Background: an optimization exercise with open tools, aiming at small area, a short achievable clock period and few clock cycles. Do not read the settings as production practice.
The RTL was checked by simulation tests, not by an equivalence proof against the original design.
Power and IR drop assume default switching activity.

**flow/design.v**
```verilog
`timescale 1ns / 1ps
module iterative_divider (
    input  wire [16:0] t_in,
    input  wire        a_in,
    input  wire [15:0] v,
    input  wire        mask,       
    input  wire [6:0]  wx,
    input  wire [6:0]  wy,
    input  wire [16:0] accx_in,
    input  wire        satx_in,
    input  wire [15:0] accy_in,
    input  wire        saty_in,
    output wire [16:0] t_out,
    output wire [16:0] accx_out,
    output wire        satx_out,
    output wire [15:0] accy_out,
    output wire        saty_out
);
    wire [17:0] u  = {t_in, a_in};
    wire [18:0] v1 = {3'b0, v};
    wire [18:0] v2 = {2'b0, v, 1'b0};
    wire [18:0] e1 = {1'b0, u} - v1;
    wire [18:0] e2 = {1'b0, u} - v2;
    wire [18:0] na = ~v1;
    wire [18:0] nb = ~v2;
    wire [18:0] uu = {1'b0, u};
    wire [18:0] cs_s = uu ^ na ^ nb;
    wire [18:0] cs_c = {(uu[17:0] & na[17:0]) | (uu[17:0] & nb[17:0]) | (na[17:0] & nb[17:0]), 1'b0};
    wire [18:0] e3 = cs_s + cs_c + 19'd2;
    wire g1 = ~e1[18];
    wire g2 = ~e2[18];
    wire g3 = ~e3[18];
    wire s3 = g3;
    wire s2 = g2 & ~g3;
    wire s1 = g1 & ~g2;
    wire s0 = ~g1;
    wire [15:0] r = ({16{s3}} & e3[15:0]) | ({16{s2}} & e2[15:0]) |
                    ({16{s1}} & e1[15:0]) | ({16{s0}} & u[15:0]);
    assign t_out = {r, 1'b0};
    wire m = ~mask;
    horner4 #(.W(17)) hx (
        .acc(accx_in), .sat(satx_in), .w(wx),
        .s0(s0 | mask), .s1(s1 & m), .s2(s2 & m), .s3(s3 & m),
        .acc_out(accx_out), .sat_out(satx_out));
    horner4 #(.W(16)) hy (
        .acc(accy_in), .sat(saty_in), .w(wy),
        .s0(s0 | mask), .s1(s1 & m), .s2(s2 & m), .s3(s3 & m),
        .acc_out(accy_out), .sat_out(saty_out));
endmodule
module horner4 #(
    parameter W = 17
) (
    input  wire [W-1:0] acc,
    input  wire         sat,
    input  wire [6:0]   w,
    input  wire         s0, s1, s2, s3,
    output wire [W-1:0] acc_out,
    output wire         sat_out
);
    localparam H = W - 7;                     
    wire [8:0]   w1 = {2'b0, w};
    wire [8:0]   w2 = {1'b0, w, 1'b0};
    wire [8:0]   w3 = w1 + w2;
    wire [7:0]   l1 = {1'b0, acc[6:0]} + {3'b0, w1[8:2]};
    wire [7:0]   l2 = {1'b0, acc[6:0]} + {2'b0, w2[8:2]};
    wire [7:0]   l3 = {1'b0, acc[6:0]} + {1'b0, w3[8:2]};
    wire [H-1:0] hi  = acc[W-1:7];
    wire [H-1:0] hi1 = hi + 1'b1;
    wire top = |hi[H-1:H-2];
    wire all1 = &hi[H-3:0];
    wire [W-1:0] c0 = {hi[H-3:0], acc[6:0], 2'b00};
    wire [W-1:0] c1 = {l1[7] ? hi1[H-3:0] : hi[H-3:0], l1[6:0], w1[1:0]};
    wire [W-1:0] c2 = {l2[7] ? hi1[H-3:0] : hi[H-3:0], l2[6:0], w2[1:0]};
    wire [W-1:0] c3 = {l3[7] ? hi1[H-3:0] : hi[H-3:0], l3[6:0], w3[1:0]};
    assign acc_out = ({W{s0}} & c0) | ({W{s1}} & c1) | ({W{s2}} & c2) | ({W{s3}} & c3);
    assign sat_out = sat | top | (all1 & ((s1 & l1[7]) | (s2 & l2[7]) | (s3 & l3[7])));
endmodule
`timescale 1ns / 1ps
module physics_engine #(
    parameter SCREEN_WIDTH = 320,
    parameter SCREEN_HEIGHT = 240
    ) (
    input  wire        clk,
    input  wire        resetn,
    input  wire        fire,
    input  wire [15:0] axi_Z_dist,
    input  wire [15:0] axi_arrow_vel,
    input  wire [7:0]  wind_x_in,
    input  wire [7:0]  wind_y_in,
    input  wire [8:0]  aim_x,
    input  wire [7:0]  aim_y,
    output wire        result_valid,
    output reg [8:0]   land_x,
    output reg [7:0]   land_y
);
    function [19:0] norm16;      
        input [15:0] x;
        reg   [15:0] y;
        reg   [3:0]  n;
        begin
            y = x; n = 4'd0;
            if (y[15:8] == 8'd0) begin y = {y[7:0], 8'd0};  n[3] = 1'b1; end
            if (y[15:12] == 4'd0) begin y = {y[11:0], 4'd0}; n[2] = 1'b1; end
            if (y[15:14] == 2'd0) begin y = {y[13:0], 2'd0}; n[1] = 1'b1; end
            if (y[15] == 1'b0)    begin y = {y[14:0], 1'b0}; n[0] = 1'b1; end
            norm16 = {n, y};
        end
    endfunction
    function [4:0] bitlen;
        input [16:0] x;
        integer i;
        begin
            bitlen = 5'd0;
            for (i = 0; i < 17; i = i + 1)
                if (x[i]) bitlen = i + 1;
        end
    endfunction
    wire [19:0] nz = norm16(axi_Z_dist);
    wire [19:0] nv = norm16(axi_arrow_vel);
    wire [5:0]  s  = 6'd8 + {2'b0, nv[19:16]} - {2'b0, nz[19:16]};
    wire        zero_q = ~nv[15] | ~nz[15] | s[5];
    reg         busy;        
    reg         fin;         
    reg  [3:0]  cnt;         
    reg  [16:0] t;
    reg         a;
    reg  [14:0] vn;          
    reg  [6:0]  wxm, wym;
    reg         wxn, wyn;
    reg  [8:0]  ax;
    reg  [7:0]  ay;
    reg  [16:0] accx;
    reg  [15:0] accy;
    reg         satx, saty;
    wire [16:0] t_nx;
    wire [16:0] accx_nx;
    wire [15:0] accy_nx;
    wire        satx_nx, saty_nx;
    iterative_divider core (
        .t_in(t), .a_in(a), .v({1'b1, vn}), .mask(cnt[3]), .wx(wxm), .wy(wym),
        .accx_in(accx), .satx_in(satx), .accy_in(accy), .saty_in(saty),
        .t_out(t_nx), .accx_out(accx_nx), .satx_out(satx_nx),
        .accy_out(accy_nx), .saty_out(saty_nx));
    function [3:0] jpos_x;       
        input [8:0] a;
        begin
            jpos_x = (a <= 9'd64)  ? 4'd9 : (a <= 9'd192) ? 4'd8 :
                     (a <= 9'd256) ? 4'd7 : (a <= 9'd288) ? 4'd6 :
                     (a <= 9'd304) ? 4'd5 : (a <= 9'd312) ? 4'd4 :
                     (a <= 9'd316) ? 4'd3 : (a <= 9'd318) ? 4'd2 : 4'd1;
        end
    endfunction
    function [3:0] jpos_y;       
        input [7:0] a;
        begin
            jpos_y = (a <= 8'd112) ? 4'd8 : (a <= 8'd176) ? 4'd7 :
                     (a <= 8'd208) ? 4'd6 : (a <= 8'd224) ? 4'd5 :
                     (a <= 8'd232) ? 4'd4 : (a <= 8'd236) ? 4'd3 :
                     (a <= 8'd238) ? 4'd2 : 4'd1;
        end
    endfunction
    wire [3:0] jx = wxn ? bitlen({8'd0, ax}) : jpos_x(ax);
    wire [3:0] jy = wyn ? bitlen({9'd0, ay}) : jpos_y(ay);
    wire d0x = (wxm == 7'd0);
    wire d0y = (wym == 7'd0);
    wire d0x_in = (wind_x_in[6:0] == 7'd0);
    wire d0y_in = (wind_y_in[6:0] == 7'd0);
    wire [5:0] fx = {2'b0, jx} + 6'd22 - {1'b0, cnt, 1'b0};
    wire [5:0] fy = {2'b0, jy} + 6'd22 - {1'b0, cnt, 1'b0};
    reg  [16:0] mkx;
    reg  [15:0] mky;
    integer i;
    always @* begin
        for (i = 0; i < 17; i = i + 1) mkx[i] = (fx <= i + 16);
        for (i = 0; i < 16; i = i + 1) mky[i] = (fy <= i + 16);
    end
    wire big_x = satx | (|(accx & mkx));
    wire big_y = saty | (|(accy & mky));
    wire det_x = d0x | big_x;
    wire det_y = d0y | big_y;
    reg  done;
    always @(posedge clk) begin
        if (!resetn)
            done <= 1'b0;
        else if (fire)
            done <= d0x_in & d0y_in;
        else
            done <= busy & ~done & det_x & det_y;
    end
    assign result_valid = fin | (busy & done);
    wire [10:0] qx = wxn ? {2'b0, ax} - {2'b0, accx[16:8]} : {2'b0, ax} + {2'b0, accx[16:8]};
    wire [9:0]  qy = wyn ? {2'b0, ay} - {2'b0, accy[15:8]} : {2'b0, ay} + {2'b0, accy[15:8]};
    wire x_lo = wxn & (satx | qx[10]);
    wire x_hi = ~x_lo & ((~wxn & satx) | qx >= SCREEN_WIDTH);
    wire y_lo = wyn & (saty | qy[9]);
    wire y_hi = ~y_lo & ((~wyn & saty) | qy >= SCREEN_HEIGHT);
    always @* begin
        land_x = x_lo ? 9'd0 : x_hi ? SCREEN_WIDTH - 1 : qx[8:0];
        land_y = y_lo ? 8'd0 : y_hi ? SCREEN_HEIGHT - 1 : qy[7:0];
    end
    always @(posedge clk) begin
        if (!resetn) begin
            busy <= 1'b0;
            fin  <= 1'b0;
        end else if (fire) begin
            busy <= ~zero_q;
            fin  <= zero_q;
        end else begin
            busy <= busy & ~done & (cnt != 4'd0);
            fin  <= busy & ~done & (cnt == 4'd0);
        end
    end
    always @(posedge clk) begin
        if (fire) begin
            vn   <= nv[14:0];
            wxm  <= wind_x_in[6:0];
            wym  <= wind_y_in[6:0];
            wxn  <= wind_x_in[7];
            wyn  <= wind_y_in[7];
            ax   <= aim_x;
            ay   <= aim_y;
        end
    end
    always @(posedge clk) begin
        if (fire) begin
            t    <= s[0] ? {1'b0, nz[15:0]} : {2'b0, nz[15:1]};
            a    <= ~s[0] & nz[0];
            cnt  <= s[4:1];
            accx <= 17'd0;
            accy <= 16'd0;
            satx <= 1'b0;
            saty <= 1'b0;
        end else begin
            t    <= t_nx;
            a    <= 1'b0;
            cnt  <= cnt - 4'd1;
            accx <= accx_nx;
            accy <= accy_nx;
            satx <= satx_nx | big_x;
            saty <= saty_nx | big_y;
        end
    end
endmodule
```
**flow/run.sh**
```bash
#!/bin/bash
# synth_recipe.tcl (not shown) runs the flow's synth.tcl, then flattens the netlist and writes it again
# the make line also repeats each setting of config.mk as NAME=value (left out here)
make -C /OpenROAD-flow-scripts/flow DESIGN_CONFIG=/design/flow/config.mk WORK_HOME=/design/flow/orfs CLKGATE_MAP_FILE= SYNTH_SCRIPT=/design/flow/synth_recipe.tcl finish
```
**flow/config.mk**
```make
export PLATFORM = sky130hd
export DESIGN_NAME = physics_engine
export DESIGN_NICKNAME = physics_engine
export VERILOG_FILES = /design/flow/design.v
export SDC_FILE = /design/flow/constraint.sdc
export NUM_CORES = 4
export LEC_CHECK = 0
export ABC_CLOCK_PERIOD_IN_PS = 3500
export CAP_MARGIN = 20
export CORE_MARGIN = 2
export CORE_UTILIZATION = 40
export SETUP_SLACK_MARGIN = 1.5
export SLEW_MARGIN = 20
```
**flow/constraint.sdc**
```tcl
create_clock -name core_clock -period 6.0 [get_ports {clk}]
set_input_delay 1.2000 -clock core_clock [delete_from_list [all_inputs] [get_ports {clk}]]
set_output_delay 1.2000 -clock core_clock [all_outputs]
set_load 0.01 [all_outputs]
```
==> notes.md <==
==> sequential cells by signal, indices dropped and copies added (netlist names), 4 cells and up <==
signal	count
accx	17
t	17
accy	16
vn	15
ax	9
ay	8
wxm	7
wym	7
cnt	4
==> cells by family after synthesis <==
kind of cell    share of synthesized area
compound gates                     0.2614
xor+xnor                          0.05844
fa+ha+maj                          0.2167
buf+inv                           0.05028
flops                              0.1938
mux                               0.03862
simple gates                       0.1808
==> final timing paths <==
kind                            slack [ps]  depth (start not counted)        end
worst max-delay path                  1420                         17  land_x[4]
worst min-delay path                   540                          2       t[1]
worst max register to register        1480                         18       done
worst min register to register         540                          2       t[1]
==> metrics by stage <==
stage	utilization	setup slack, ps
after CTS	0.4699	1398
after detailed placement	0.4469	484.6
final	0.4824	1417
after floorplan	-	1674
after global placement	0.4469	559.5
after global routing	0.4824	1270
==> final cells by class <==
class                   count  area share
well taps                 448     0.03465
repair buffers            165     0.08910
flip-flops and latches    108      0.1646
inverters                 127     0.03040
multi-input cells        1390      0.6610
clock inverters             5    0.003945
clock buffers              11     0.01632
==> repair_timing <==
item,4_1_cts,5_1_grt
pin swaps,22,26
endpoints found under the setup margin,60,65
gates resized for setup,97,69
gates cloned,0,0
buffers inserted,29,33
==> power breakdown <==
part | internal [uW] | switching, uW | leakage, uW
sequential | 943 | 278 | 0.000970
clock | 366 | 318 | 0.000163
combinational | 2460 | 3120 | 0.00580
total | 3770 | 3720 | 0.00693
==> routing by layer <==
layer	GRT usage	share of wire
met5	0	0
met2	0.3669	0.47
met3	0.02961	0.048
met1	0.2990	0.47
met4	0.05288	0.017
==> cells in the final DEF (no fill, tap or decap), types with 36 or more instances in the layout <==
cell             synthesis  routed
o21ai_0                 96      89
xnor2_1                 63      62
dfxtp_1                 60      52
nand3_1                 51      50
ha_1                   185     177
clkdlybuf4s50_1          0      66
nand2_1                121     118
nor3_1                  36      36
mux2i_1                 38      38
a21oi_1                146     141
buf_4                    1      73
inv_1                  124     119
edfxtp_1                48      48
a21o_1                  51      51
nor2_1                 114     113
==> tightest hold or removal path: cells and delay by family, from the launching register on <==
| kind | cells | cell delay (ps) |
|---|---|---|
| DFF | 1 | 330 |
| AOI/OAI and AO/OA | 2 | 160 |
==> notes.md <==
Critical-path cell list: buf_6 -> inv_4 -> ha_4 -> inv_2 -> fa_2 -> a21oi_2 -> o21bai_2 -> a21o_1 -> a21o_1 -> a22oi_2 -> xnor2_1 -> and3_1 -> o21a_1 -> buf_6 -> buf_6 -> o211ai_1 -> buf_2
Critical Path Max Stage Delay: 460 ps
Total number of H-tree levels: 3
FF-to-FF Start: ax[0]
First-pass GRT wire length: 64.29 mm
CP Max Fanout: 3
Critical Setup Path Class: flip-flop to output port
Worst path bufs/invs: 6
Max IR drop VDD: 0.2748 mV
Status: complete, no violations
Sequential area share after synthesis: 0.1938
FFs w/ async S/R, synth: 0
Pwr Total: 7490 uW
ANT cells: 0
CTS Buf Count: 9
Fin crit share: 0.7639
Post-CTS Hold Buffers: 0
Critical path launch point type: flip-flop
Area of the core: 33,530 sq um
Root buf cell: clkbuf_16
Share of Yosys cell area claimed by the top area cell type: 0.1697
Leak pwr: 0.006932 uW
Setup TNS Final: 0 ps
Synth cell types: 87
YS warnings: 1
Worst-path clk slew: 80 ps
Dominant cells by area after synthesis: ha_1 17%, edfxtp_1 11%, dfxtp_1 8.8%, a21oi_1 5.4%, fa_1 4.7%
Total global routing overflow: 0
I/O pin count: 86
DRC: 0
Area occupied by registers: 2663 sq um
Mapped cell area: 13,640 sq um
Sink Count: 108
Setup Skew: 16.20 ps
Hold_sp: a
Worst Hold Margin: 538.9 ps
Post-synth EDFFs: 48
Placed cells: 2,176
Vias per cell: 5.763
GRT Util Overall: 0.2195
DRT Wirelength: 39.00 mm
Die X: 188.7 microns
GP Congestion: 0.9005
Drt pass-1 iters: 5
Final hold vios: 0
Area leader, netlist: ha_1
Fill count: 3,295
Max-Cap Viols: 0
Cell row count: 67
Syn Nets: 1,960
Most common cell in the netlist: ha_1
Share of layout cells above drive strength 1: 0.1229
Area occupied by multi-input gates: 10,690 sq um
Worst min-delay path category: flip-flop to flip-flop
Maximum clock insertion buffer count: 2
Final min period: 4583 ps
Synth Area per Inst: 8.142 sq um
Non-filler cells, final: 2,254
Vias: 12,990
Clk latency of the worst-skew pair: 380 ps
Pin count of the biggest net entering global routing: 65
Starting Density: 0.4067
Main synth FF type: dfxtp_1
Final Cell Area: 16,180 sq um
Most used cell, CP: buf_6
Cells after Synth: 1,675
RSZ-0062 raised after global routing: true
DIE AREA: 35,590 sq um
Critical path's top delay family: compound AO/OA/AOI/OAI gates
CTS tree: done
# nets final: 2,086
# port buffers: 85
Worst Tran Pin Value: 939.5 ps
Final max-slew violation count: 0
Post-synth top cells: 185 x ha_1, 146 x a21oi_1, 124 x inv_1
Critical path endpoint category: output port
Slowest cell on crit path: edfxtp_1
Placed Area: 14,980 sq um
Pwr/cell area: 463.0 nW/um^2
Initial antenna violation count: 0
Max Freq: 0.2182 GHz
Critical path arrival: 3380 ps
Vias in the first global route: 12,520
DRT iter0 DRCs: 745
Area grow syn2layout: 18.61%
Worst EP required: 4800 ps
Yosys reg bits: 108
Final setup fails: 0
Post-route ant nets: 0
Final HPWL DP: 29.35 mm
Die Y: 188.7 microns
Rel. slew slack: 0.3737
Crit path from: ax[0]
Routed WL per cell: 17.30 microns
Testbench counts, summed over its fixed seeds: cycles 8,553.

-- separate check: timing with driven ports --
Ports are ideal in the flow. The routed layout listed here was re-timed in OpenROAD. Step 1: set_driving_cell puts a clkbuf_16 on clk and a buf_2 on each other input, an assumption about the parent block. Step 2 also shifts input and output timing later by t, the mid clock arrival at the registers, as if the neighbouring blocks saw the same clock. Slacks: ideal / step 1 / step 2; pairs: ideal / step 1.
t (ns): 0.423
slack for setup (ns): 1.417 / 1.367 / 1.214
worst hold slack (ns): 0.539 / 0.539 / 0.539
After both steps setup and hold are still met in this run. The setup slack of this run moves by -0.050 ns with the drivers and by -0.203 ns with both steps.
